Context: an optimization exercise on an open-source flow, tuned for small area. The choices shown serve that exercise and are no tape-out recipe. Where RTL was checked, it was by simulation tests only, not by an equivalence proof against the original. For runs 1 to 4 and 6, only the layout was checked, not whether the RTL still works.

--- design/flow/standard.sh ---
#!/bin/bash
# synth_recipe.tcl (not shown) runs the flow's synth.tcl, then flattens the netlist and writes it again
# the make line also repeats each setting of config.mk as NAME=value (left out here)
make -C /OpenROAD-flow-scripts/flow DESIGN_CONFIG=/design/flow/config.mk WORK_HOME=/design/flow/orfs CLKGATE_MAP_FILE= SYNTH_SCRIPT=/design/flow/synth_recipe.tcl "${@:-finish}"
--- design/flow/design.v ---
`timescale 1ns / 1ps
module Edge_Detection_Top #(
    parameter WIDTH   = 8,
    parameter H_RES   = 80,
    parameter V_RES   = 120,
    parameter TH_HIGH = 40,
    parameter TH_LOW  = 20
) (
    input  logic             clk,
    input  logic             rstn,
    input  logic             i_vsync,
    input  logic             i_hsync,
    input  logic             i_de,
    input  logic [WIDTH-1:0] i_r_data,
    input  logic [WIDTH-1:0] i_g_data,
    input  logic [WIDTH-1:0] i_b_data,
    output logic             o_vsync,
    output logic             o_hsync,
    output logic             o_de,
    output logic [WIDTH-1:0] o_data
);
    localparam int SD = 173;             
    localparam int L2 = 2 * H_RES + 2;   
    logic [SD-1:0] vd, hd, sd;
    always_ff @(posedge clk) begin
        vd <= {vd[SD-2:0], i_vsync};
        hd <= {hd[SD-2:0], i_hsync};
        sd <= {sd[SD-2:0], i_de};
    end
    assign o_vsync = vd[SD-1];
    assign o_hsync = hd[SD-1];
    assign o_de    = sd[SD-1];
    wire en_g = sd[0];   
    wire en_s = sd[3];   
    wire en_n = sd[4];   
    logic [7:0] gray;
    logic [15:0] gsum, rr, gg, bb, rb;
    assign rr = 16'(i_r_data);
    assign gg = 16'(i_g_data);
    assign bb = 16'(i_b_data);
    assign rb = rr + bb;
    assign gsum = (rr << 6) + (bb << 4) + (rb << 3) + (rb << 2) + rb
                + (gg << 7) + (gg << 4) + (gg << 2) + (gg << 1);
    always_ff @(posedge clk) gray <= gsum[15:8];
    logic [8*L2-1:0] gc;   
    logic [7:0] g1, g2, g3;   
    logic [11:0] gconv;
    always_comb begin
        gconv = 12'(gc[8*((L2)-1)+:8]) + 12'({gc[8*((L2-1)-1)+:8], 1'b0}) + 12'(gc[8*((L2-2)-1)+:8])
              + 12'({gc[8*((H_RES+2)-1)+:8], 1'b0}) + 12'({gc[8*((H_RES+1)-1)+:8], 2'b0}) + 12'({gc[8*((H_RES)-1)+:8], 1'b0})
              + 12'(gc[8*((2)-1)+:8]) + 12'({gc[8*((1)-1)+:8], 1'b0}) + 12'(gray);
    end
    always_ff @(posedge clk) begin
        if (en_g) begin
            gc <= {gc[8*L2-9:0], gray};
            g1 <= gconv[11:4];
            g2 <= g1;
            g3 <= g2;
        end
    end
    logic [8*L2-1:0] sc;
    always_ff @(posedge clk) if (en_s) sc <= {sc[8*L2-9:0], g3};
    logic signed [10:0] ss, tt;
    always_comb begin
        ss = $signed({3'b0, g3}) - $signed({3'b0, sc[8*((L2)-1)+:8]})
            + $signed({3'b0, sc[8*((H_RES)-1)+:8]}) - $signed({3'b0, sc[8*((H_RES+2)-1)+:8]})
            + $signed({3'b0, sc[8*((1)-1)+:8]}) - $signed({3'b0, sc[8*((L2-1)-1)+:8]});
        tt = $signed({3'b0, sc[8*((L2-2)-1)+:8]}) - $signed({3'b0, sc[8*((2)-1)+:8]})
            + $signed({3'b0, sc[8*((H_RES)-1)+:8]}) - $signed({3'b0, sc[8*((H_RES+2)-1)+:8]})
            - $signed({3'b0, sc[8*((1)-1)+:8]}) + $signed({3'b0, sc[8*((L2-1)-1)+:8]});
    end
    logic [9:0] as, at, ma, mb;
    logic s_ge_t;
    logic [11:0] mb3;
    logic [7:0] mag_c, mag;
    logic [1:0] dir_c, dir;
    always_comb begin
        as   = ss[10] ? 10'(-ss) : 10'(ss);
        at   = tt[10] ? 10'(-tt) : 10'(tt);
        s_ge_t = as >= at;
        ma   = s_ge_t ? as : at;
        mb   = s_ge_t ? at : as;
        mb3  = 12'(mb) + 12'({mb, 1'b0});
        mag_c = (ma[9:8] != 2'b0) ? 8'hFF : ma[7:0];
        if (mb3 > 12'(ma)) dir_c = (ss[10] == tt[10]) ? 2'd0 : 2'd2;
        else dir_c = s_ge_t ? 2'd3 : 2'd1;
    end
    always_ff @(posedge clk) begin
        mag <= mag_c;
        dir <= dir_c;
    end
    localparam int LM = H_RES + 1;
    logic [8*LM-1:0] mc;        
    logic [3:0] older_ok;       
    logic [H_RES-1:0] fl;       
    logic [2*H_RES-1:0] dl;     
    logic res;
    logic [7:0] ctr, nb;
    logic f_new, res_new;
    logic [1:0] dold;
    always_comb begin
        f_new = older_ok[dir] & ((dir != 2'd0) | (mc[8*((1)-1)+:8] >= mag));
        dold = dl[2*H_RES-1 -: 2];
        ctr  = mc[8*((LM)-1)+:8];
        case (dold)
            2'd1:    nb = mc[8*((2)-1)+:8];
            2'd2:    nb = mc[8*((1)-1)+:8];
            2'd3:    nb = mag;
            default: nb = 8'd0;
        endcase
        res_new = fl[H_RES-1] & (ctr >= nb);
    end
    always_ff @(posedge clk) begin
        if (en_n) begin
            mc <= {mc[8*LM-9:0], mag};
            older_ok[0] <= (mag >= TH_HIGH) & (mag >= mc[8*((1)-1)+:8]);
            older_ok[1] <= (mag >= TH_HIGH) & (mag >= mc[8*((H_RES-1)-1)+:8]);
            older_ok[2] <= (mag >= TH_HIGH) & (mag >= mc[8*((H_RES)-1)+:8]);
            older_ok[3] <= (mag >= TH_HIGH) & (mag >= mc[8*((H_RES+1)-1)+:8]);
            fl <= {fl[H_RES-2:0], f_new};
            dl <= {dl[2*H_RES-3:0], dir};
            res <= res_new;
        end
    end
    logic [5:0] od;
    always_ff @(posedge clk) od <= {od[4:0], en_n & res};
    assign o_data = {WIDTH{od[5]}};
endmodule
--- design/flow/flow/opts.sh ---
ARGS=(
  "CTS_ARGS=-sink_clustering_enable -repair_clock_nets -dont_use_dummy_load -buf_list sky130_fd_sc_hd__clkbuf_4 -sink_clustering_size 11 -sink_clustering_max_diameter 40"
  "BUFFER_PORTS_ARGS=-buffer_cell sky130_fd_sc_hd__buf_1"
)
--- design/flow/flow/run.sh ---
#!/bin/bash
# Standard ORFS layout (the standard.sh, standard synthesis), except for
# the make variables in flow/opts.sh: clock tree synthesis with small clock
# buffers and no dummy balancing loads, and small port buffers.
# Each step's output goes to a log file of its own in this folder.
set -euo pipefail
cd "$(dirname "$0")/.."
source flow/opts.sh
for step in synth floorplan place cts finish; do
  bash standard.sh "${ARGS[@]}" $step > $step.log 2>&1
done
--- design/flow/config.mk ---
export PLATFORM = sky130hd
export DESIGN_NAME = Edge_Detection_Top
export DESIGN_NICKNAME = Edge_Detection_Top
export VERILOG_FILES = /design/flow/design.v
export SDC_FILE = /design/flow/constraint.sdc
export NUM_CORES = 4
export LEC_CHECK = 0
export CAP_MARGIN = 10
export CORE_MARGIN = 2
export CORE_UTILIZATION = 60
export PLACE_DENSITY = 0.7
export SLEW_MARGIN = 10
--- design/flow/constraint.sdc ---
create_clock -name core_clock -period 10.0 [get_ports {clk}]
set_input_delay 2.0000 -clock core_clock [delete_from_list [all_inputs] [get_ports {clk}]]
set_output_delay 2.0000 -clock core_clock [all_outputs]
set_load 0.01 [all_outputs]
==> flow_metrics.tcl, run 1 <==
set metrics [dict create \
    status "no timing/DRC/antenna violations" \
    netlist_area_um2 125000 \
    async_flop_share_pct 0 \
    tightest_slew_ns 1.12 \
    r2r_slack_ns 0.71 \
    worst_setup_path_end_kind "flip-flop" \
    vias 43500 \
    gp_congestion 0.777 \
    final.setup_skew_ns 0.155 \
    fin_worst_hold_slack_ns 0.262 \
    cp_max_fo 8 \
    std_cell_rows 167 \
    multi_input_area_um2 8210 \
    area_growth_pct 6.18 \
    cts_inserted_buffers 456 \
    yosysUniqueCellTypes 66 \
    max_slew_margin_pct 25.6 \
    cts_tree "done" \
    synth_flop_cell "edfxtp_1" \
    die-area_um2 213000 \
    setup_viol 0 \
    cp.required_ns 11.22 \
    max_freq_mhz 108 \
    r2r_end "dir[1]$_DFF_P_" \
    critPathKind "reg2reg" \
    seqCellArea_um2 116000 \
    grt_pass1_vias 43200 \
    clock_latency_ns 1.37 \
    cpMostUsedCell "ha_1" \
    drv_cap 0 \
    cpPeakStageDelay_ns 0.48 \
    final_cells 8440 \
    vias_per_cell 5.16 \
    final_common_cell "edfxtp_1" \
    clockBufferDepth 4 \
    drc 0 \
    grt-ovfl-total 0 \
    hold_path_class "reg2reg" \
    utilization_pct 64.2 \
    crit_arrival_ns 10.52 \
    synth_area_per_cell_um2 24.6 \
    ys_ff_latch 4052 \
    start_util_pct 60.5 \
    routedWlPerCell_um 17.3 \
    hold_viol 0 \
    cp_slowest_cell "fa_1" \
    cts_htree_levels 5 \
    die_x_um 461 \
    min_period_ns 9.29 \
    portBuffers 38 \
    clk_pin_slew_ns 0.11 \
    layout-drive-gt1-share_pct 10.1 \
    dr.first_iter.drc_count 3911 \
    maxSlewViolCount 0 \
    crit_path_end "dir[1]$_DFF_P_" \
    cp-start-kind "flip-flop" \
    synth_edf_count 3509 \
    cts_sinks 4052 \
    grt_pass1_wl_um 231000 \
    finalCritPeriodShare_pct 92.9 \
    dp_cells 7970 \
    yosysWarnings 1 \
    wl_um 146000 \
    final_antenna_net_count 0 \
    rr_worst_depth 46 \
    dp_hpwl_um 72900 \
    syn-num-nets 5442 \
    root_buffer "clkbuf_4" \
    antenna_found_initial 3 \
    die_h_um 461 \
    firstDrtPassIters 5 \
    nFillCells 13500 \
    yosysSeqAreaShare_pct 92.7 \
    io_pins 40 \
    track_usage_pct 13.8 \
    synth_cells 5105 \
    final_cell_mix "3509 x edfxtp_1, 540 x dfxtp_1, 456 x clkbuf_4, 236 x inv_1, 157 x ha_1" \
    startpoint "sc[9]$_DFFE_PP_" \
    core_um2 207000 \
    nets 5984 \
    grt_max_degree 216 \
    reg2reg_from "sc[9]$_DFFE_PP_" \
]
==> synthesized netlist by cell type (all sizes together), types with 2 or more instances <==
cell | n | area share, %
edfxtp | 3509 | 84
dfxtp | 543 | 8.7
inv | 237 | 0.71
ha | 158 | 1.6
fa | 150 | 2.4
a21oi | 71 | 0.29
xnor2 | 55 | 0.38
nor2 | 52 | 0.16
nand2 | 49 | 0.15
o21ai | 45 | 0.18
nand2b | 21 | 0.10
xor2 | 20 | 0.14
a21o | 18 | 0.11
nor2b | 15 | 0.075
nand3 | 13 | 0.052
buf | 10 | 0.055
clkbuf | 10 | 0.030
o21bai | 10 | 0.060
and2 | 9 | 0.045
nor3 | 9 | 0.036
a22oi | 8 | 0.048
mux2 | 8 | 0.072
a211oi | 7 | 0.042
nand4 | 7 | 0.035
o21a | 6 | 0.036
a21boi | 5 | 0.030
a31oi | 5 | 0.030
mux2i | 5 | 0.040
or3 | 5 | 0.029
and3 | 4 | 0.020
o31ai | 4 | 0.024
or2 | 4 | 0.020
a221oi | 3 | 0.031
nor3b | 3 | 0.018
nor4 | 3 | 0.025
a311oi | 2 | 0.028
nand3b | 2 | 0.012
nor4b | 2 | 0.019
o211ai | 2 | 0.012
o21ba | 2 | 0.016
o31a | 2 | 0.014
==> through the flow <==
step	setup WS [ns]	setup TNS (ns)	cell area [um^2]
finish	0.707	0	133000
global route	-0.0462	-0.0462	133000
CTS	0.0673	0	133000
detailed placement	0.229	0	129000
global placement	0.224	0	129000
floorplan	-1.97	-1393.91	125000
==> repair_timing <==
action                                 in CTS  in global routing
buffers inserted                            0                  6
hold buffers                                0                  0
gates resized for setup                     0                 31
endpoints found under the hold margin       0                  0
setup endpoints to repair                   0                  2
==> routing by layer <==
metal	global-route usage, %	part of all wire [%]	up-vias	routed length (um)
met1	23.0	52	22000	76100
met2	17.9	41	826	59900
met3	2.99	4.4	341	6440
li1	-	-	20400	-
met5	0	0	-	0
met4	5.30	2.7	0	3930
==> layout make-up <==
cell class	count	area share, %
sequential	4052	87.4
multi-input combinational	797	6.17
tap	2788	2.62
clock buffer	456	2.57
inverter	237	0.669
timing repair buffer	103	0.592
antenna	7	0.0132
==> cells by family (layout without fill, tap and decap cells) <==
| group | count (synthesis) | count (layout) | share of synthesized area (%) |
|---|---|---|---|
| simple gates | 199 | 200 | 0.800 |
| other cells | 0 | 7 | 0 |
| xor+xnor | 75 | 75 | 0.524 |
| compound gates | 200 | 200 | 1.03 |
| buf+inv | 257 | 796 | 0.795 |
| flops | 4052 | 4052 | 92.7 |
| fa+ha+maj | 308 | 308 | 3.97 |
| mux | 14 | 14 | 0.130 |
==> worst min path at each step <==
stage,start,endpoint,slack [ns],cells after the start
floorplan,sd[2]$_DFF_P_,sd[3]$_DFF_P_,0.31,0
global placement,sd[5]$_DFF_P_,sd[6]$_DFF_P_,0.31,0
global route,fl[38]$_DFFE_PP_,fl[39]$_DFFE_PP_,0.25,0
detailed placement,hd[139]$_DFF_P_,hd[140]$_DFF_P_,0.31,0
CTS,mc[583]$_DFFE_PP_,mc[591]$_DFFE_PP_,0.23,0
finish,mc[583]$_DFFE_PP_,mc[591]$_DFFE_PP_,0.26,0
==> critical path: cells and delay by family, from the launching register on <==
family | cells | cell delay [ns]
buffers and inverters | 4 | 0.48
AOI/OAI and AO/OA | 21 | 3.69
adders and majority gates | 6 | 1.91
muxes | 1 | 0.21
DFF | 1 | 0.41
xor gates and xnor gates | 3 | 0.43
and+or+nand+nor | 11 | 2.00
==> registers in the layout, indices dropped and copies added (netlist names) <==
name      cells
od            6
dir           2
res           1
mc          648
sc         1296
mag           8
fl           80
dl          160
vd          173
g3            8
g1            8
g2            8
gray          8
older_ok      4
gc         1296
sd          173
hd          173
==> run 2, diff against run 1 <==
==> design/flow/flow/opts.sh (replaced) <==
ARGS=(
  "CTS_ARGS=-sink_clustering_enable -repair_clock_nets -dont_use_dummy_load -buf_list sky130_fd_sc_hd__clkbuf_4 -sink_clustering_size 12 -sink_clustering_max_diameter 35"
  "BUFFER_PORTS_ARGS=-buffer_cell sky130_fd_sc_hd__buf_1"
)
--- a/design/flow/config.mk
+++ b/design/flow/config.mk
@@ -9,4 +9,4 @@
 export CORE_MARGIN = 2
-export CORE_UTILIZATION = 60
-export PLACE_DENSITY = 0.7
+export CORE_UTILIZATION = 70
+export PLACE_DENSITY = 0.8
 export SLEW_MARGIN = 10
==> run 2 against run 1 <==
Worst setup slack lost 0.0094 ns. Worst hold slack improved by 0.0083 ns. Die area down 14%. Critical endpoint unchanged.
==> flow_metrics.tcl, run 2 <==
set metrics [dict create \
    std_cell_rows 155 \
    rr_worst_depth 42 \
    synth_edf_count 3509 \
    cts_htree_levels 5 \
    clockBufferDepth 4 \
    layout-drive-gt1-share_pct 10.3 \
    synth_top_cell_by_area "edfxtp_1" \
    hold_viol 0 \
    cts_sinks 4052 \
    max_slew_margin_pct 19.8 \
    clock_latency_ns 1.43 \
    dp_cells 7535 \
    clk_pin_slew_ns 0.11 \
    dr.first_iter.drc_count 3993 \
    grt_pass1_vias 44700 \
    cpPeakStageDelay_ns 0.56 \
    cts_inserted_buffers 469 \
    netlist_area_um2 125000 \
    cp_max_fo 13 \
    firstDrtPassIters 7 \
    status "no timing/DRC/antenna violations" \
    yosysWarnings 1 \
    cp.required_ns 11.30 \
    post-synth-top-count-cell "edfxtp_1" \
    drv_cap 0 \
    grt_pass1_wl_um 244000 \
    synth_top_cells_by_area "edfxtp_1 84%, dfxtp_1 8.7%, fa_1 2.4%" \
    die_x_um 427 \
    reg2reg_from "sc[634]$_DFFE_PP_" \
    start_util_pct 70.3 \
    cp-start-kind "flip-flop" \
    ys_ff_latch 4052 \
    synth_top_area_share_pct 84.1 \
    maxSlewViolCount 0 \
    final_common_cell "edfxtp_1" \
    finalCritPeriodShare_pct 93.0 \
    die-area_um2 182000 \
    area_growth_pct 5.81 \
    setup_viol 0 \
    track_usage_pct 17.5 \
    min_period_ns 9.30 \
    critPathKind "reg2reg" \
    nFillCells 9221 \
    yosysSeqAreaShare_pct 92.7 \
    hold_path.startpoint "hd[47]$_DFF_P_" \
    r2r_slack_ns 0.70 \
    hold_path_end "hd[48]$_DFF_P_" \
    cts_tree "done" \
    grt_max_degree 227 \
    tns_ns 0 \
    grt-ovfl-total 0 \
    antenna_found_initial 9 \
    drc 0 \
    final.setup_skew_ns 0.161 \
    r2r_end "dir[1]$_DFF_P_" \
    async_flop_share_pct 0 \
    max_freq_mhz 107 \
    vias 43900 \
    root_buffer "clkbuf_4" \
    worst_setup_path_end_kind "flip-flop" \
    nets 5993 \
    routedWlPerCell_um 19.6 \
    final_cell_mix "3509 x edfxtp_1, 540 x dfxtp_1, 469 x clkbuf_4, 237 x inv_1, 158 x ha_1" \
    yosysUniqueCellTypes 66 \
    cp_slowest_cell "fa_1" \
    tightest_slew_ns 1.20 \
    top_regs "gc: 1296 flops, sc: 1296 flops, mc: 648 flops" \
    hold_path_class "reg2reg" \
    portBuffers 38 \
    synth_flop_cell "edfxtp_1" \
    final_cells 8017 \
    crit_arrival_ns 10.60 \
    vias_per_cell 5.48 \
    final_antenna_net_count 0 \
    synth_cells 5105 \
    wl_um 157000 \
    synth_area_per_cell_um2 24.6 \
    whs_path_depth 0 \
    gp_congestion 0.810 \
    dp_hpwl_um 85000 \
    syn-num-nets 5442 \
    die_h_um 427 \
    core_um2 178000 \
    io_pins 40 \
    ys_top_cells_by_count "3509 x edfxtp_1, 543 x dfxtp_1, 237 x inv_1, 158 x ha_1, 150 x fa_1" \
]
==> run 2: cell counts after synthesis <==
Identical to the previous run, type by type.
==> run 2: area by class of cell <==
| type | count | area, um^2 | area share [%] |
|---|---|---|---|
| Antenna cell | 8 | 20.0 | 0.0151 |
| Clock buffer | 469 | 3520 | 2.65 |
| Inverter | 237 | 890 | 0.671 |
| Multi-Input combinational cell | 796 | 8230 | 6.21 |
| Sequential cell | 4052 | 116000 | 87.7 |
| Tap cell | 2355 | 2950 | 2.22 |
| Timing Repair Buffer | 100 | 758 | 0.572 |
==> run 2: worst max path at each step <==
stage                           endpoint  cells past startpoint                from  slack (ns)
after CTS                 dir[1]$_DFF_P_                     45     sc[9]$_DFFE_PP_        0.20
after detailed placement  dir[1]$_DFF_P_                     44  sc[1273]$_DFFE_PP_        0.21
after floorplan            sd[5]$_DFF_P_                      0       sd[4]$_DFF_P_       -1.97
after global placement    dir[1]$_DFF_P_                     47     sc[9]$_DFFE_PP_        0.37
after global routing      dir[1]$_DFF_P_                     46     g3[0]$_DFFE_PP_       -0.06
final                     dir[1]$_DFF_P_                     42   sc[634]$_DFFE_PP_        0.70
==> run 2: logic make-up after synthesis <==
group                      synth area share (%)
and+or+nand+nor                           0.800
DFF                                        92.7
AOI/OAI and AO/OA                          1.03
xor gates and xnor gates                  0.524
muxes                                     0.130
buffers and inverters                     0.795
adders and majority gates                  3.97
==> run 2: per-layer routing <==
metal | global-route usage (%) | vias up | share of wire, %
met5 | 0 | - | 0.0057
met2 | 25.2 | 940 | 46
met3 | 3.56 | 325 | 4.7
li1 | - | 20400 | -
met1 | 27.5 | 22200 | 47
met4 | 6.38 | 2 | 2.4
==> run 2: critical path, delay by kind of cell, from the launching register on <==
kind	cells	cell delay, ns
mux	1	0.21
simple gates	12	2.39
xor+xnor	2	0.23
compound gates	14	2.51
buf+inv	6	0.67
fa+ha+maj	7	2.84
flops	1	0.43
==> run 2: per-stage QoR <==
stage | hold WS (ns) | instance area [um^2] | setup slack, ns | util, %
2_1_floorplan | 0.309 | 125000 | -1.97 | -
3_3_place_gp | 0.310 | 129000 | 0.374 | 72.3
3_5_place_dp | 0.312 | 129000 | 0.211 | 72.3
4_1_cts | 0.272 | 132000 | 0.200 | 74.3
5_1_grt | 0.265 | 133000 | -0.0648 | 74.4
6_report | 0.270 | 133000 | 0.698 | 74.4
==> run 2: repair_timing <==
item	CTS	global route
setup endpoints to repair	0	2
gates resized for setup	0	30
buffers inserted	0	5
hold endpoints to repair	0	0
hold buffers	0	0
==> run 3, diff against run 2 <==
--- a/design/flow/design.v
+++ b/design/flow/design.v
@@ -62,10 +62,13 @@
     always_ff @(posedge clk) if (en_s) sc <= {sc[8*L2-9:0], g3};
+    logic signed [9:0] dfd, dhb, dia, dcg;
     logic signed [10:0] ss, tt;
     always_comb begin
-        ss = $signed({3'b0, g3}) - $signed({3'b0, sc[8*((L2)-1)+:8]})
-            + $signed({3'b0, sc[8*((H_RES)-1)+:8]}) - $signed({3'b0, sc[8*((H_RES+2)-1)+:8]})
-            + $signed({3'b0, sc[8*((1)-1)+:8]}) - $signed({3'b0, sc[8*((L2-1)-1)+:8]});
-        tt = $signed({3'b0, sc[8*((L2-2)-1)+:8]}) - $signed({3'b0, sc[8*((2)-1)+:8]})
-            + $signed({3'b0, sc[8*((H_RES)-1)+:8]}) - $signed({3'b0, sc[8*((H_RES+2)-1)+:8]})
-            - $signed({3'b0, sc[8*((1)-1)+:8]}) + $signed({3'b0, sc[8*((L2-1)-1)+:8]});
+        dfd = $signed({2'b0, sc[8*((H_RES)-1)+:8]}) - $signed({2'b0, sc[8*((H_RES+2)-1)+:8]});   
+        dhb = $signed({2'b0, sc[8*((1)-1)+:8]}) - $signed({2'b0, sc[8*((L2-1)-1)+:8]});          
+        dia = $signed({2'b0, g3}) - $signed({2'b0, sc[8*((L2)-1)+:8]});                          
+        dcg = $signed({2'b0, sc[8*((L2-2)-1)+:8]}) - $signed({2'b0, sc[8*((2)-1)+:8]});          
+    end
+    always_ff @(posedge clk) begin
+        ss <= 11'(dia) + 11'(dfd) + 11'(dhb);
+        tt <= 11'(dcg) + 11'(dfd) - 11'(dhb);
     end
@@ -74,4 +77,4 @@
     logic [11:0] mb3;
-    logic [7:0] mag_c, mag;
-    logic [1:0] dir_c, dir;
+    logic [7:0] mag;
+    logic [1:0] dir;
     always_comb begin
@@ -83,9 +86,5 @@
         mb3  = 12'(mb) + 12'({mb, 1'b0});
-        mag_c = (ma[9:8] != 2'b0) ? 8'hFF : ma[7:0];
-        if (mb3 > 12'(ma)) dir_c = (ss[10] == tt[10]) ? 2'd0 : 2'd2;
-        else dir_c = s_ge_t ? 2'd3 : 2'd1;
-    end
-    always_ff @(posedge clk) begin
-        mag <= mag_c;
-        dir <= dir_c;
+        mag  = (ma[9:8] != 2'b0) ? 8'hFF : ma[7:0];
+        if (mb3 > 12'(ma)) dir = (ss[10] == tt[10]) ? 2'd0 : 2'd2;
+        else dir = s_ge_t ? 2'd3 : 2'd1;
     end
==> design/flow/flow/opts.sh (replaced) <==
ARGS=(
  "CTS_ARGS=-sink_clustering_enable -repair_clock_nets -dont_use_dummy_load -buf_list sky130_fd_sc_hd__clkbuf_4 -sink_clustering_size 10 -sink_clustering_max_diameter 40"
  "BUFFER_PORTS_ARGS=-buffer_cell sky130_fd_sc_hd__buf_1"
)
--- a/design/flow/config.mk
+++ b/design/flow/config.mk
@@ -9,4 +9,4 @@
 export CORE_MARGIN = 2
-export CORE_UTILIZATION = 70
-export PLACE_DENSITY = 0.8
+export CORE_UTILIZATION = 60
+export PLACE_DENSITY = 0.7
 export SLEW_MARGIN = 10
==> run 3 against run 2 <==
Sequential share of layout area grew 0.083 points. Highest routed layer is now met4. Die area grew 16%. Critical endpoint is now dl[1]$_DFFE_PP_. Global-route usage shrank 3.7 points. Utilization shrank 10 points. Register-to-register slack gained 2.2 ns. Largest cell class unchanged. Flip-flop and latch count grew 12.
==> flow_metrics.tcl, run 3 <==
set metrics [dict create \
    final_common_cell "edfxtp_1" \
    worst_setup_path_end_kind "flip-flop" \
    post-synth-top-count-cell "edfxtp_1" \
    die_x_um 461 \
    final_cell_mix "3509 x edfxtp_1, 552 x dfxtp_1, 480 x clkbuf_4, 214 x inv_1, 168 x ha_1" \
    maxSlewViolCount 0 \
    setup_viol 0 \
    final_antenna_net_count 0 \
    cts_sinks 4064 \
    cp_max_fo 28 \
    synth_area_per_cell_um2 24.6 \
    gp_congestion 0.759 \
    portBuffers 38 \
    synth_cells 5089 \
    yosysWarnings 1 \
    critPathKind "reg2reg" \
    grt-ovfl-total 0 \
    cp_top_family "compound AO/OA/AOI/OAI gates" \
    antenna_found_initial 3 \
    synth_edf_count 3509 \
    grt_pass1_vias 43200 \
    cts_htree_levels 5 \
    synth_top_cells_by_area "edfxtp_1 84%, dfxtp_1 8.9%, fa_1 2.0%" \
    startpoint "ss[3]$_DFF_P_" \
    start_util_pct 60.4 \
    cp-start-kind "flip-flop" \
    track_usage_pct 13.8 \
    yosysUniqueCellTypes 74 \
    final_area_um2 133000 \
    drv_cap 0 \
    firstDrtPassIters 5 \
    ys_ff_latch 4064 \
    status "no timing/DRC/antenna violations" \
    yosysSeqAreaShare_pct 93.0 \
    dr.first_iter.drc_count 3438 \
    postCtsResizedCells 0 \
    post_cts_buffers 0 \
    path_buf_inv 1 \
    max_slew_margin_pct 22.6 \
    synth_top_area_share_pct 84.1 \
    cts_tree "done" \
    worst_slack_ns 2.86 \
    routedWlPerCell_um 17.3 \
    std_cell_rows 167 \
    clock_latency_ns 1.42 \
    dp_hpwl_um 71200 \
    cp.required_ns 11.11 \
    clockBufferDepth 4 \
    ctsHoldBuffers 0 \
    reg2reg_from "ss[3]$_DFF_P_" \
    grt_max_degree 216 \
    tightest_slew_ns 1.16 \
    vias_per_cell 5.15 \
    async_flop_share_pct 0 \
    min_period_ns 7.14 \
    netlist_area_um2 125000 \
    die_h_um 461 \
    syn-num-nets 5409 \
    synth_flop_cell "edfxtp_1" \
    hold_viol 0 \
    layout-drive-gt1-share_pct 9.72 \
    die-area_um2 212000 \
    grt_pass1_wl_um 232000 \
    finalCritPeriodShare_pct 71.4 \
    hold_path.startpoint "sd[15]$_DFF_P_" \
    crit_arrival_ns 8.25 \
    clk_pin_slew_ns 0.10 \
    pre_cts_slack_ns 2.11 \
    core_um2 207000 \
    drc 0 \
    final.setup_skew_ns 0.137 \
    rsz0062_at_grt "no" \
    hold_path_class "reg2reg" \
    wl_um 146000 \
    ys_top_cells_by_count "3509 x edfxtp_1, 555 x dfxtp_1, 214 x inv_1, 168 x ha_1, 123 x fa_1" \
    synth_top_cell_by_area "edfxtp_1" \
    vias 43300 \
    cts_inserted_buffers 480 \
    max_freq_mhz 140 \
    cpPeakStageDelay_ns 0.64 \
    root_buffer "clkbuf_4" \
    cp_slowest_cell "nand2_1" \
    top_regs "gc: 1296 flops, sc: 1296 flops, mc: 648 flops" \
    area_growth_pct 5.97 \
    io_pins 40 \
    nets 5940 \
    dpl-instance-area_um2 129000 \
]
[run 3: cell families (layout without fill, tap and decap cells)]
logic type      count (synthesis)  count (layout)  share of synthesized area (%)
flops                        4064            4064                           93.0
fa+ha+maj                     291             291                           3.64
compound gates                241             241                           1.27
buf+inv                       236             765                          0.775
simple gates                  167             167                          0.707
xor+xnor                       81              81                          0.566
mux                             9               9                         0.0749
other cells                     0              11                              0
[run 3: final timing paths]
path,to,slack (ns),cells after the start
max reg2reg,dl[1]$_DFFE_PP_,2.86,28
max,dl[1]$_DFFE_PP_,2.86,28
min reg2reg,sd[16]$_DFF_P_,0.27,0
min,sd[16]$_DFF_P_,0.27,0
[run 3: area by class of cell]
cell class | count | area [um^2]
repair buffers | 70 | 508
flip-flops and latches | 4064 | 116000
well taps | 2788 | 3490
diodes | 11 | 27.5
inverters | 215 | 807
clock buffers | 480 | 3600
fillers | 13500 | 74500
multi-input cells | 789 | 7840
[run 3: per-layer routing]
layer	vias up	global-route usage [%]	routed length [um]
met5	-	0	0
met4	0	5.73	4290
met3	381	3.05	6170
met2	745	18.0	60100
met1	21800	22.7	75400
li1	20400	-	-
[run 3: metrics by stage]
stage | instances | util [%] | hold WS, ns | setup TNS (ns)
3_3_place_gp | 7926 | 62.3 | 0.309 | 0
2_1_floorplan | 5089 | - | 0.309 | -1393.91
6_report | 8417 | 64.1 | 0.265 | 0
4_1_cts | 8406 | 64.0 | 0.256 | 0
3_5_place_dp | 7926 | 62.3 | 0.312 | 0
5_1_grt | 8417 | 64.1 | 0.259 | 0
==> run 4, diff against run 3 <==
--- a/design/flow/design.v
+++ b/design/flow/design.v
@@ -21,3 +21,3 @@
 );
-    localparam int SD = 173;             
+    localparam int SD = 2 * H_RES + 13;  
     localparam int L2 = 2 * H_RES + 2;   
@@ -44,9 +44,10 @@
     always_ff @(posedge clk) gray <= gsum[15:8];
-    logic [8*L2-1:0] gc;   
+    localparam int GL = 2 * H_RES;
+    logic [8*GL-1:0] gc;      
+    logic [9:0] vnew, va, vb;
+    logic [11:0] gconv;
     logic [7:0] g1, g2, g3;   
-    logic [11:0] gconv;
     always_comb begin
-        gconv = 12'(gc[8*((L2)-1)+:8]) + 12'({gc[8*((L2-1)-1)+:8], 1'b0}) + 12'(gc[8*((L2-2)-1)+:8])
-              + 12'({gc[8*((H_RES+2)-1)+:8], 1'b0}) + 12'({gc[8*((H_RES+1)-1)+:8], 2'b0}) + 12'({gc[8*((H_RES)-1)+:8], 1'b0})
-              + 12'(gc[8*((2)-1)+:8]) + 12'({gc[8*((1)-1)+:8], 1'b0}) + 12'(gray);
+        vnew  = 10'(gc[8*((GL)-1)+:8]) + 10'({gc[8*((H_RES)-1)+:8], 1'b0}) + 10'(gray);
+        gconv = 12'(vb) + 12'({va, 1'b0}) + 12'(vnew);
     end
@@ -54,3 +55,5 @@
         if (en_g) begin
-            gc <= {gc[8*L2-9:0], gray};
+            gc <= {gc[8*GL-9:0], gray};
+            va <= vnew;
+            vb <= va;
             g1 <= gconv[11:4];
--- a/design/flow/config.mk
+++ b/design/flow/config.mk
@@ -10,2 +10,3 @@
 export CORE_UTILIZATION = 60
+export GPL_TIMING_DRIVEN = 0
 export PLACE_DENSITY = 0.7
==> run 4 against run 3 <==
Still clean on timing, DRC and antenna. Sequential share of layout area shrank 0.52 points. Routed wire length is 1.6% lower. Count of clock-buffer cells in the layout is 2 higher. Critical path depth rose by 5. Area after synthesis decreased by 0.33%. Flip-flop and latch count rose by 4. First-iteration DRC count shrank 4.0%. Utilization increased by 0.52 points.
==> flow_metrics.tcl, run 4 <==
set metrics [dict create \
    clk_pin_slew_ns 0.10 \
    post-synth-top-count-cell "edfxtp_1" \
    synth_flop_cell "edfxtp_1" \
    grt-ovfl-total 0 \
    max_slew_margin_pct 43.4 \
    grt_pass1_wl_um 228000 \
    clockBufferDepth 4 \
    dr.first_iter.drc_count 3300 \
    hold_path.startpoint "sd[149]$_DFF_P_" \
    firstDrtPassIters 5 \
    synth_top_family_by_area "adder cells" \
    worst_setup_path_end_kind "flip-flop" \
    synth_cells 5102 \
    track_usage_pct 13.6 \
    std_cell_rows 167 \
    top_register "sc" \
    io_pins 40 \
    synth_top_cell_by_area "edfxtp_1" \
    ctsHoldBuffers 0 \
    critPathKind "reg2reg" \
    cp-start-kind "flip-flop" \
    yosysSeqAreaShare_pct 93.4 \
    clock_latency_ns 1.34 \
    yosysWarnings 1 \
    largest_reg_flops 1296 \
    final_area_um2 134000 \
    whs_path_depth 0 \
    dp_hpwl_um 74300 \
    syn-num-nets 5391 \
    min_period_ns 7.70 \
    rr_worst_depth 33 \
    final.setup_skew_ns 0.116 \
    cts_sinks 4068 \
    dpl-instance-area_um2 130000 \
    yosys.area_share.simple_pct 0.717 \
    vias_per_cell 5.14 \
    async_flop_share_pct 0 \
    routedWlPerCell_um 16.9 \
    vias 43500 \
    post_cts_buffers 0 \
    cp_slowest_cell "a2111o_1" \
    wl_um 144000 \
    gp_congestion 0.760 \
    cts_tree "done" \
    hold_viol 0 \
    synth_xor_area_share_pct 0.609 \
    area_growth_pct 7.06 \
    synth_edf_count 3513 \
    root_buffer "clkbuf_4" \
    tightest_slew_ns 0.840 \
    final_antenna_net_count 0 \
    cp.required_ns 11.09 \
    r2r_slack_ns 2.30 \
    die-area_um2 212000 \
    max_freq_mhz 130 \
    cpPeakStageDelay_ns 0.49 \
    netlist_area_um2 125000 \
    cts_htree_levels 5 \
    ys_ff_latch 4068 \
    cts_inserted_buffers 482 \
    portBuffers 38 \
    cp_max_fo 10 \
    drc 0 \
    hold_path_class "reg2reg" \
    grt_max_degree 74 \
    die_x_um 460 \
    synth_compound_area_share_pct 1.23 \
    rsz0062_at_grt "no" \
    status "no timing/DRC/antenna violations" \
    crit_arrival_ns 8.79 \
    yosysUniqueCellTypes 68 \
    synth_fa_ha_area_share_pct 3.13 \
    synthMuxAreaShare_pct 0.103 \
    synth_top_cells_by_area "edfxtp_1 84%, dfxtp_1 8.9%, ha_1 1.7%" \
    layout-drive-gt1-share_pct 10.2 \
    nets 5970 \
    maxSlewViolCount 0 \
    finalCritPeriodShare_pct 77.0 \
    die_h_um 460 \
    synth_area_per_cell_um2 24.5 \
    top_regs "sc: 1296 flops, gc: 1280 flops, mc: 648 flops" \
    ys_top_cells_by_count "3513 x edfxtp_1, 555 x dfxtp_1, 246 x inv_1, 172 x ha_1, 88 x fa_1" \
    hold_path_end "sd[150]$_DFF_P_" \
    postCtsResizedCells 0 \
    setup_viol 0 \
    final_common_cell "edfxtp_1" \
    r2r_end "fl[0]$_DFFE_PP_" \
    grt_pass1_vias 43200 \
    reg2reg_from "tt[2]$_DFF_P_" \
    fin_worst_hold_slack_ns 0.249 \
    final_cell_mix "3513 x edfxtp_1, 552 x dfxtp_1, 482 x clkbuf_4, 246 x inv_1, 172 x ha_1" \
    drv_cap 0 \
    antenna_found_initial 7 \
    synth_top_area_share_pct 84.5 \
    start_util_pct 60.3 \
    core_um2 207000 \
]
==> run 4: cell types whose count changed after synthesis, moves of 5 or more <==
cell	change
inv_1	+32
nor2_1	+18
nand2_1	-8
o21a_1	+5
xor2_1	+5
fa_1	-35
nand3_1	+5
nor3_1	+6
o21ai_0	-10
==> run 4: worst max-delay path by stage <==
stage | start | to | cells past startpoint | slack, ns
global placement | sd[4]$_DFF_P_ | sd[5]$_DFF_P_ | 0 | -5.24
detailed placement | tt[2]$_DFF_P_ | fl[0]$_DFFE_PP_ | 33 | 2.21
CTS | tt[2]$_DFF_P_ | fl[0]$_DFFE_PP_ | 33 | 2.14
finish | tt[2]$_DFF_P_ | fl[0]$_DFFE_PP_ | 33 | 2.30
global route | tt[4]$_DFF_P_ | fl[0]$_DFFE_PP_ | 33 | 1.53
floorplan | sd[4]$_DFF_P_ | sd[5]$_DFF_P_ | 0 | -1.97
==> run 4: cell type report <==
cell class,count,area [um^2]
antenna,8,20.0
fill,13200,73400
sequential,4068,117000
multi-input combinational,767,7230
buffer,19,120
timing repair buffer,95,1680
tap,2788,3490
inverter,248,931
clock buffer,482,3620
==> run 4: metal layers <==
metal,share of wire [%],global-route usage (%),vias to the layer above
li1,-,-,20500
met4,2.7,5.34,0
met2,41,17.6,794
met3,4.4,3.07,370
met1,52,22.5,21900
met5,0,0,-
==> run 4: cell families after synthesis <==
kind of cell,count (synthesis)
AO/OA/AOI/OAI,229
buffers and inverters,267
XOR/XNOR,86
AND/OR/NAND/NOR,180
flip-flops,4068
adder cells (fa/ha/maj),260
multiplexers,12
==> run 4: critical path: cells and delay by family, from the launching register on <==
kind                       cells  cell delay [ns]
adders and majority gates      4             1.12
muxes                          3             0.68
xor gates and xnor gates       2             0.51
buffers and inverters          3             0.58
DFF                            1             0.37
and+or+nand+nor               11             1.91
AOI/OAI and AO/OA             10             2.35
==> run 4: per-stage QoR <==
| stage | cells | util (%) | setup WS [ns] | setup TNS, ns |
|---|---|---|---|---|
| after floorplan | 5102 | - | -1.97 | -1393.94 |
| after global placement | 7928 | 62.1 | -5.24 | - |
| after detailed placement | 7985 | 62.8 | 2.21 | 0 |
| after CTS | 8467 | 64.6 | 2.14 | 0 |
| after global routing | 8475 | 64.6 | 1.53 | 0 |
| final | 8475 | 64.6 | 2.30 | 0 |
==> run 5, diff against run 4 <==
--- a/design/flow/design.v
+++ b/design/flow/design.v
@@ -21,3 +21,3 @@
 );
-    localparam int SD = 2 * H_RES + 13;  
+    localparam int SD = 173;             
     localparam int L2 = 2 * H_RES + 2;   
--- a/design/flow/config.mk
+++ b/design/flow/config.mk
@@ -10,3 +10,2 @@
 export CORE_UTILIZATION = 60
-export GPL_TIMING_DRIVEN = 0
 export PLACE_DENSITY = 0.7
==> run 5 against run 4 <==
Highest routed layer unchanged. Worst hold slack got worse by 0.011 ns. First-iteration DRC count increased by 18%. Die area unchanged.
==> flow_metrics.tcl, run 5 <==
set metrics [dict create \
    tightest_slew_ns 1.15 \
    rr_worst_depth 30 \
    cp_slowest_cell "a2111o_1" \
    max_freq_mhz 139 \
    clk_pin_slew_ns 0.10 \
    final.setup_skew_ns 0.149 \
    synth_top_cell_by_area "edfxtp_1" \
    netlist_area_um2 125000 \
    synth_flop_cell "edfxtp_1" \
    post-synth-top-count-cell "edfxtp_1" \
    routedWlPerCell_um 17.2 \
    postCtsResizedCells 0 \
    cts_tree "done" \
    layout-drive-gt1-share_pct 9.59 \
    yosysWarnings 1 \
    vias_per_cell 5.16 \
    area_growth_pct 6.04 \
    antenna_found_initial 5 \
    ctsHoldBuffers 0 \
    whs_path_depth 0 \
    synth_edf_count 3513 \
    start_util_pct 60.3 \
    crit_arrival_ns 8.39 \
    ys_ff_latch 4068 \
    dp_hpwl_um 70600 \
    track_usage_pct 13.6 \
    nets 5924 \
    synth_area_per_cell_um2 24.5 \
    std_cell_rows 167 \
    core_um2 207000 \
    final_antenna_net_count 0 \
    cpPeakStageDelay_ns 0.50 \
    die-area_um2 212000 \
    rsz0062_at_grt "no" \
    maxSlewViolCount 0 \
    hold_path_class "reg2reg" \
    setup_viol 0 \
    cp-start-kind "flip-flop" \
    dpl-instance-area_um2 129000 \
    grt_pass1_vias 42400 \
    grt_pass1_wl_um 227000 \
    dr.first_iter.drc_count 3907 \
    firstDrtPassIters 5 \
    hold_viol 0 \
    io_pins 40 \
    root_buffer "clkbuf_4" \
    status "no timing/DRC/antenna violations" \
    synth_top_cells_by_area "edfxtp_1 84%, dfxtp_1 8.9%, ha_1 1.7%" \
    worst_setup_path_end_kind "flip-flop" \
    final_area_um2 132000 \
    hold_path_end "hd[104]$_DFF_P_" \
    final_common_cell "edfxtp_1" \
    cts_sinks 4068 \
    cp_max_fo 41 \
    vias 43500 \
    top_regs "sc: 1296 flops, gc: 1280 flops, mc: 648 flops" \
    wl_um 145000 \
    clock_latency_ns 1.39 \
    dp_cells 7937 \
    grt-ovfl-total 0 \
    drc 0 \
    max_slew_margin_pct 23.6 \
    final_cells 8433 \
    reg2reg_from "tt[2]$_DFF_P_" \
    critPathKind "reg2reg" \
    drv_cap 0 \
    top_register "sc" \
    syn-num-nets 5391 \
    die_x_um 460 \
    finalCritPeriodShare_pct 72.0 \
    yosysSeqAreaShare_pct 93.4 \
    cp.required_ns 11.19 \
    r2r_slack_ns 2.80 \
    synth_cells 5102 \
    async_flop_share_pct 0 \
    post_cts_buffers 0 \
    hold_path.startpoint "hd[103]$_DFF_P_" \
    cts_inserted_buffers 484 \
    synth_top_area_share_pct 84.5 \
    portBuffers 38 \
    grt_max_degree 222 \
    min_period_ns 7.20 \
    gp_congestion 0.777 \
    r2r_end "fl[0]$_DFFE_PP_" \
    ys_top_cells_by_count "3513 x edfxtp_1, 555 x dfxtp_1, 246 x inv_1, 172 x ha_1, 88 x fa_1" \
    largest_reg_flops 1296 \
    clockBufferDepth 4 \
    cts_htree_levels 5 \
    die_h_um 460 \
    yosysUniqueCellTypes 68 \
    final_cell_mix "3513 x edfxtp_1, 552 x dfxtp_1, 484 x clkbuf_4, 246 x inv_1, 172 x ha_1" \
]
run 5: cell counts after synthesis:
Identical to the previous run, type by type.
run 5: cell families after synthesis:
family	synth area share, %
DFF	93.4
buffers and inverters	0.842
adders and majority gates	3.13
AOI/OAI and AO/OA	1.23
and+or+nand+nor	0.717
xor gates and xnor gates	0.609
muxes	0.103
run 5: area by class of cell:
type                    count  area, um^2
flip-flops and latches   4068      117000
inverters                 248         931
clock buffers             484        3630
well taps                2788        3490
multi-input cells         767        7230
repair buffers             66         503
fillers                 13400       74600
diodes                     12        30.0
run 5: layer usage:
layer	global-route usage (%)	share of wire, %	vias up
li1	-	-	20400
met1	22.7	53	21900
met2	17.4	40	771
met3	3.05	4.3	357
met4	5.62	2.9	0
met5	0	0	-
run 5: metrics by stage:
stage	setup WS (ns)	utilization [%]	hold slack, ns	setup TNS, ns
after global routing	2.20	64.0	0.219	0
after floorplan	-1.97	-	0.309	-1393.94
after global placement	2.19	62.2	0.310	0
final	2.80	64.0	0.239	0
after detailed placement	2.26	62.2	0.312	0
after CTS	2.72	63.9	0.217	0
run 5: how the worst max path moves through the flow:
| stage | startpoint | endpoint | slack, ns | cells after the start |
|---|---|---|---|---|
| 2_1_floorplan | sd[4]$_DFF_P_ | sd[5]$_DFF_P_ | -1.97 | 0 |
| 3_3_place_gp | i_r_data[1] | gray[7]$_DFF_P_ | 2.19 | 23 |
| 3_5_place_dp | i_r_data[1] | gray[7]$_DFF_P_ | 2.26 | 23 |
| 4_1_cts | tt[2]$_DFF_P_ | fl[0]$_DFFE_PP_ | 2.72 | 30 |
| 5_1_grt | tt[2]$_DFF_P_ | fl[0]$_DFFE_PP_ | 2.20 | 33 |
| 6_report | tt[2]$_DFF_P_ | fl[0]$_DFFE_PP_ | 2.80 | 30 |
run 5: worst max-delay path, delay by kind of cell, from the launching register on:
kind,cells,cell delay (ns)
adders and majority gates,4,1.07
muxes,3,0.61
and+or+nand+nor,11,2.13
AOI/OAI and AO/OA,10,2.28
DFF,1,0.38
xor gates and xnor gates,2,0.54
==> run 6, diff against run 5 <==
--- a/design/flow/design.v
+++ b/design/flow/design.v
@@ -21,3 +21,3 @@
 );
-    localparam int SD = 173;             
+    localparam int SD = 2 * H_RES + 13;  
     localparam int L2 = 2 * H_RES + 2;   
==> design/flow/flow/opts.sh (replaced) <==
ARGS=(
  "CTS_ARGS=-sink_clustering_enable -repair_clock_nets -dont_use_dummy_load -buf_list sky130_fd_sc_hd__clkbuf_4 -sink_clustering_size 10 -sink_clustering_max_diameter 50"
  "BUFFER_PORTS_ARGS=-buffer_cell sky130_fd_sc_hd__buf_1"
)
==> run 6 against run 5 <==
Still clean on timing, DRC and antenna. Critical path depth stayed put. Clock skew is 0.046 ns lower. Count of clock-buffer cells in the layout is 22 lower. Critical path type unchanged. Critical endpoint unchanged.
==> flow_metrics.tcl, run 6 <==
set metrics [dict create \
    startpoint "tt[2]$_DFF_P_" \
    cts_sinks 4068 \
    netlist_area_um2 125000 \
    routedWlPerCell_um 17.2 \
    postCtsResizedCells 0 \
    crit_arrival_ns 8.36 \
    ys_top_cells_by_count "3513 x edfxtp_1, 555 x dfxtp_1, 246 x inv_1, 172 x ha_1, 88 x fa_1" \
    setup_viol 0 \
    area_growth_pct 5.90 \
    status "no timing/DRC/antenna violations" \
    yosysWarnings 1 \
    synth_flop_cell "edfxtp_1" \
    cts_tree "done" \
    tns_ns 0 \
    max_freq_mhz 138 \
    grt_max_degree 222 \
    nets 5902 \
    dp_hpwl_um 70600 \
    synth_top_area_share_pct 84.5 \
    grt-ovfl-total 0 \
    synth_cells 5102 \
    reg2reg_from "tt[2]$_DFF_P_" \
    final_antenna_net_count 0 \
    clockBufferDepth 4 \
    portBuffers 38 \
    vias_per_cell 5.17 \
    synth_edf_count 3513 \
    hold_path_class "reg2reg" \
    gp_congestion 0.777 \
    std_cell_rows 167 \
    wl_met2_um 59200 \
    final_common_cell "edfxtp_1" \
    hold_viol 0 \
    die_h_um 460 \
    die_x_um 460 \
    top_register "sc" \
    hold_path.startpoint "vd[43]$_DFF_P_" \
    die-area_um2 212000 \
    min_period_ns 7.24 \
    vias 43400 \
    drc 0 \
    core_um2 207000 \
    critPathKind "reg2reg" \
    drv_cap 0 \
    syn-num-nets 5391 \
    largest_reg_flops 1296 \
    yosysUniqueCellTypes 68 \
    whs_path_depth 0 \
    synth_top_cell_by_area "edfxtp_1" \
    post_cts_buffers 0 \
    cpPeakStageDelay_ns 0.50 \
    worst_setup_path_end_kind "flip-flop" \
    yosysSeqAreaShare_pct 93.4 \
    ctsHoldBuffers 0 \
    grt_pass1_vias 42400 \
    cp_slowest_cell "a2111o_1" \
    cts_inserted_buffers 462 \
    finalCritPeriodShare_pct 72.4 \
    fin_worst_hold_slack_ns 0.239 \
    wl_met1_um 75400 \
    wl_um 145000 \
    antenna_found_initial 6 \
    r2r_slack_ns 2.76 \
    hold_path_end "vd[44]$_DFF_P_" \
    top_regs "sc: 1296 flops, gc: 1280 flops, mc: 648 flops" \
    cp_max_fo 41 \
    start_util_pct 60.3 \
    maxSlewViolCount 0 \
    wl_met3_um 6380 \
    rr_worst_depth 30 \
    post-synth-top-count-cell "edfxtp_1" \
    clk_pin_slew_ns 0.11 \
    max_slew_margin_pct 21.3 \
    layout-drive-gt1-share_pct 9.23 \
    clock_latency_ns 1.31 \
    synth_top_cells_by_area "edfxtp_1 84%, dfxtp_1 8.9%, ha_1 1.7%" \
    dr.first_iter.drc_count 3915 \
    routed.top_layer "met4" \
    synth_area_per_cell_um2 24.5 \
    final.setup_skew_ns 0.103 \
    grt_pass1_wl_um 227000 \
    rsz0062_at_grt "no" \
    firstDrtPassIters 5 \
    track_usage_pct 13.6 \
    r2r_end "fl[0]$_DFFE_PP_" \
    io_pins 40 \
    ys_ff_latch 4068 \
    final_cell_mix "3513 x edfxtp_1, 552 x dfxtp_1, 462 x clkbuf_4, 246 x inv_1, 172 x ha_1" \
    cts_htree_levels 5 \
    root_buffer "clkbuf_4" \
    cp.required_ns 11.12 \
    tightest_slew_ns 1.18 \
    cp-start-kind "flip-flop" \
    async_flop_share_pct 0 \
]
==> run 6: how the worst max path moves through the flow <==
stage               cells past startpoint              end  slack [ns]
floorplan                               0    sd[5]$_DFF_P_       -1.97
global placement                       23  gray[7]$_DFF_P_        2.19
detailed placement                     23  gray[7]$_DFF_P_        2.26
CTS                                    30  fl[0]$_DFFE_PP_        2.63
global route                           33  fl[0]$_DFFE_PP_        2.09
finish                                 30  fl[0]$_DFFE_PP_        2.76
==> run 6: cell type report <==
| cell class | instances | area [um^2] |
|---|---|---|
| repair buffers | 66 | 503 |
| multi-input cells | 767 | 7230 |
| well taps | 2788 | 3490 |
| clock buffers | 462 | 3470 |
| inverters | 248 | 931 |
| flip-flops and latches | 4068 | 117000 |
| fillers | 13400 | 74800 |
| diodes | 8 | 20.0 |
==> run 6: kinds of logic (layout without fill, tap and decap cells) <==
kind of cell	Yosys count	in the layout	synth area share, %
AO/OA/AOI/OAI	229	229	1.23
XOR/XNOR	86	86	0.609
adder cells (fa/ha/maj)	260	260	3.13
buffers and inverters	267	776	0.842
flip-flops	4068	4068	93.4
multiplexers	12	12	0.103
other	0	8	0
AND/OR/NAND/NOR	180	180	0.717
==> run 6: per-layer routing <==
metal  up-vias  track usage [%]
met4         0             5.48
met1     22000             22.7
met3       334             3.05
met2       776             17.5
met5         -                0
li1      20300                -
==> run 6: critical path, delay by kind of cell (launching register included) <==
| kind | cells | cell delay (ns) |
|---|---|---|
| AOI/OAI and AO/OA | 10 | 2.29 |
| xor gates and xnor gates | 2 | 0.54 |
| adders and majority gates | 4 | 1.08 |
| DFF | 1 | 0.38 |
| muxes | 3 | 0.61 |
| and+or+nand+nor | 11 | 2.14 |
==> run 6: through the flow <==
stage	instances	cell area, um^2	setup WS [ns]	util [%]
floorplan	5102	125000	-1.97	-
global placement	7937	129000	2.19	62.2
detailed placement	7937	129000	2.26	62.2
CTS	8399	132000	2.63	63.9
global route	8406	132000	2.09	63.9
finish	8407	132000	2.76	63.9
==> run 7, diff against run 6 <==
--- a/design/flow/design.v
+++ b/design/flow/design.v
@@ -65,13 +65,13 @@
     always_ff @(posedge clk) if (en_s) sc <= {sc[8*L2-9:0], g3};
-    logic signed [9:0] dfd, dhb, dia, dcg;
+    logic [9:0] sp, sn, tp, tn;
     logic signed [10:0] ss, tt;
     always_comb begin
-        dfd = $signed({2'b0, sc[8*((H_RES)-1)+:8]}) - $signed({2'b0, sc[8*((H_RES+2)-1)+:8]});   
-        dhb = $signed({2'b0, sc[8*((1)-1)+:8]}) - $signed({2'b0, sc[8*((L2-1)-1)+:8]});          
-        dia = $signed({2'b0, g3}) - $signed({2'b0, sc[8*((L2)-1)+:8]});                          
-        dcg = $signed({2'b0, sc[8*((L2-2)-1)+:8]}) - $signed({2'b0, sc[8*((2)-1)+:8]});          
+        sp = 10'(g3) + 10'(sc[8*((H_RES)-1)+:8]) + 10'(sc[8*((1)-1)+:8]);                   
+        sn = 10'(sc[8*((L2)-1)+:8]) + 10'(sc[8*((H_RES+2)-1)+:8]) + 10'(sc[8*((L2-1)-1)+:8]);  
+        tp = 10'(sc[8*((L2-2)-1)+:8]) + 10'(sc[8*((H_RES)-1)+:8]) + 10'(sc[8*((L2-1)-1)+:8]);  
+        tn = 10'(sc[8*((2)-1)+:8]) + 10'(sc[8*((H_RES+2)-1)+:8]) + 10'(sc[8*((1)-1)+:8]);     
     end
     always_ff @(posedge clk) begin
-        ss <= 11'(dia) + 11'(dfd) + 11'(dhb);
-        tt <= 11'(dcg) + 11'(dfd) - 11'(dhb);
+        ss <= $signed({1'b0, sp}) - $signed({1'b0, sn});
+        tt <= $signed({1'b0, tp}) - $signed({1'b0, tn});
     end
==> design/flow/flow/opts.sh (replaced) <==
ARGS=(
  "CTS_ARGS=-sink_clustering_enable -repair_clock_nets -dont_use_dummy_load -buf_list sky130_fd_sc_hd__clkbuf_4 -sink_clustering_size 10 -sink_clustering_max_diameter 40"
  "BUFFER_PORTS_ARGS=-buffer_cell sky130_fd_sc_hd__buf_1"
)
==> run 7 against run 6 <==
Utilization hardly changed. First-iteration DRC count is 5.8% lower. Synthesized cell count shrank 1.6%. Cell area decreased by 0.13%. Critical path type unchanged. Register-to-register slack worse by 0.07 ns. Critical path depth shrank 6. Cell count down 1.8%. Global-route usage shrank 0.26 points. Via count shrank 1.6%. Worst setup slack got worse by 0.070 ns. Still clean on timing, DRC and antenna.
==> flow_metrics.tcl, run 7 <==
set metrics [dict create \
    crit_arrival_ns 8.36 \
    cpPeakStageDelay_ns 0.73 \
    min_period_ns 7.31 \
    cts_inserted_buffers 481 \
    grt-ovfl-total 0 \
    clk_pin_slew_ns 0.10 \
    synth_top_area_share_pct 84.6 \
    std_cell_rows 167 \
    drc 0 \
    core_um2 207000 \
    hold_path_class "reg2reg" \
    maxSlewViolCount 0 \
    cts_htree_levels 5 \
    layout-drive-gt1-share_pct 9.48 \
    area_growth_pct 5.94 \
    final_antenna_net_count 0 \
    grt_pass1_wl_um 224000 \
    dpl-instance-area_um2 128000 \
    final_area_um2 132000 \
    portBuffers 38 \
    start_util_pct 60.3 \
    worst_setup_path_end_kind "flip-flop" \
    vias 42700 \
    yosysWarnings 1 \
    gp_congestion 0.742 \
    top_regs "sc: 1296 flops, gc: 1280 flops, mc: 648 flops" \
    antenna_found_initial 6 \
    synth_cells 5019 \
    fin_worst_hold_slack_ns 0.261 \
    cp-start-kind "flip-flop" \
    synth_edf_count 3513 \
    dp_hpwl_um 67400 \
    cts_tree "done" \
    drv_cap 0 \
    die-area_um2 211000 \
    setup_viol 0 \
    firstDrtPassIters 5 \
    synth_area_per_cell_um2 24.8 \
    cp_top_family "compound AO/OA/AOI/OAI gates" \
    finalCritPeriodShare_pct 73.1 \
    yosysSeqAreaShare_pct 93.5 \
    cpMostUsedCell "ha_1" \
    max_freq_mhz 137 \
    post_cts_buffers 0 \
    final.setup_skew_ns 0.116 \
    critPathKind "reg2reg" \
    async_flop_share_pct 0 \
    wl_um 141000 \
    final_common_cell "edfxtp_1" \
    netlist_area_um2 125000 \
    dr.first_iter.drc_count 3688 \
    grt_pass1_vias 42100 \
    cp_max_fo 25 \
    grt_max_degree 241 \
    rsz0062_at_grt "no" \
    max_slew_margin_pct 17.4 \
    final_cell_mix "3513 x edfxtp_1, 552 x dfxtp_1, 481 x clkbuf_4, 234 x inv_1, 142 x ha_1" \
    ys_ff_latch 4068 \
    ctsHoldBuffers 0 \
    synth_top_cell_by_area "edfxtp_1" \
    status "no timing/DRC/antenna violations" \
    clockBufferDepth 4 \
    postCtsResizedCells 0 \
    tightest_slew_ns 1.24 \
    post-synth-top-count-cell "edfxtp_1" \
    ys_top_cells_by_count "3513 x edfxtp_1, 555 x dfxtp_1, 234 x inv_1, 142 x ha_1, 129 x fa_1" \
    cp.required_ns 11.05 \
    synth_top_cells_by_area "edfxtp_1 85%, dfxtp_1 8.9%, fa_1 2.1%" \
    die_x_um 460 \
    synth_flop_cell "edfxtp_1" \
    path_cells "inv_1, ha_1, nand2b_1, xor2_1, inv_1, ha_1, a211oi_1, o21ai_0, a31oi_4, or2_1, a21oi_1, ha_1, a311o_1, o32a_1, a221oi_2, o21ai_1, a21o_1, a21oi_1, xnor2_1, ha_1, a2111oi_0, a21oi_1, nor4_4, mux2i_1" \
    syn-num-nets 5319 \
    routedWlPerCell_um 17.0 \
    root_buffer "clkbuf_4" \
    nets 5848 \
    hold_viol 0 \
    io_pins 40 \
    top_register "sc" \
    vias_per_cell 5.17 \
    cts_sinks 4068 \
    path_buf_inv 2 \
    yosysUniqueCellTypes 61 \
    clock_latency_ns 1.41 \
    largest_reg_flops 1296 \
    cp_slowest_cell "or2_1" \
    track_usage_pct 13.3 \
    die_h_um 460 \
]
==> run 7: changes by cell type in the layout (fill, tap and decap cells not counted), moves of 8 or more <==
cell	before	now
inv_1	246	234
ha_1	172	142
fa_1	88	129
a21oi_1	75	57
clkbuf_4	462	481
nor2_1	57	45
a21o_1	39	27
o21ai_0	30	38
xor2_1	33	16
==> run 7: worst paths after layout <==
kind	slack, ns	cells after the start	start	end
setup / recovery	2.69	24	ss[0]$_DFF_P_	dl[1]$_DFFE_PP_
hold / removal	0.26	0	hd[69]$_DFF_P_	hd[70]$_DFF_P_
setup reg to reg	2.69	24	ss[0]$_DFF_P_	dl[1]$_DFFE_PP_
hold reg to reg	0.26	0	hd[69]$_DFF_P_	hd[70]$_DFF_P_
==> run 7: area by class of cell <==
class	count	area, um^2
Tap cell	2704	3380
Multi-Input combinational cell	697	7080
Fill cell	13400	74800
Sequential cell	4068	117000
Inverter	234	878
Antenna cell	8	20.0
Timing Repair Buffer	66	503
Clock buffer	481	3610
==> run 7: cell families after synthesis <==
| group | share of synthesized area (%) |
|---|---|
| AO/OA/AOI/OAI | 1.03 |
| XOR/XNOR | 0.429 |
| adder cells (fa/ha/maj) | 3.50 |
| buffers and inverters | 0.799 |
| flip-flops | 93.5 |
| multiplexers | 0.0723 |
| AND/OR/NAND/NOR | 0.645 |
==> run 7: layer usage <==
layer | GRT usage [%] | routed length [um] | vias up | part of all wire (%)
met5 | 0 | 0 | - | 0
met4 | 5.44 | 4020 | 0 | 2.9
met3 | 3.10 | 6620 | 371 | 4.7
met2 | 16.8 | 56200 | 818 | 40
met1 | 22.5 | 73800 | 21400 | 52
li1 | - | - | 20100 | -
==> run 7: through the flow <==
step / util, % / setup slack (ns) / TNS [ns] / std cells
after global routing: 63.9 / 2.07 / 0 / 8258
after detailed placement: 62.1 / 1.90 / 0 / 7769
final: 63.9 / 2.69 / 0 / 8258
after floorplan: - / -1.97 / -1393.94 / 5019
after global placement: 62.1 / 1.78 / 0 / 7769
after CTS: 63.8 / 2.70 / 0 / 8250

[afterwards: timing with drivers on the ports]
In the flow no input, the clock included, has a driving cell. The finished layouts below were timed again as built, in two steps. Step 1 assumes that a clkbuf_16 drives the clock port and a buf_2 every other input. Step 2 times the ports against the registers' clock, not the clock port: input delays grow and output delays shrink by t, the midpoint of the rising clock arrivals with the driver on. Three values: no drivers, after step 1, after step 2; two values: the first two.
run | shift t [ns] | setup slack, ns | worst slew at a driven data input, ns
run 1 | 1.379 | 0.707 / 0.707 / 0.707 | 0.04
run 2 | 1.433 | 0.698 / 0.698 / 0.698 | 0.03
run 3 | 1.425 | 2.856 / 2.856 / 2.188 | 0.03
run 4 | 1.371 | 2.300 / 2.300 / 2.300 | 0.04
run 5 | 1.397 | 2.798 / 2.798 / 2.328 | 0.04
run 6 | 1.368 | 2.761 / 2.761 / 2.315 | 0.04
run 7 | 1.417 | 2.691 / 2.691 / 2.073 | 0.05
After both steps every run listed still meets setup and hold. The setup slack of run 3, which loses most, moves by 0.000 ns with the drivers and by -0.668 ns with both steps.
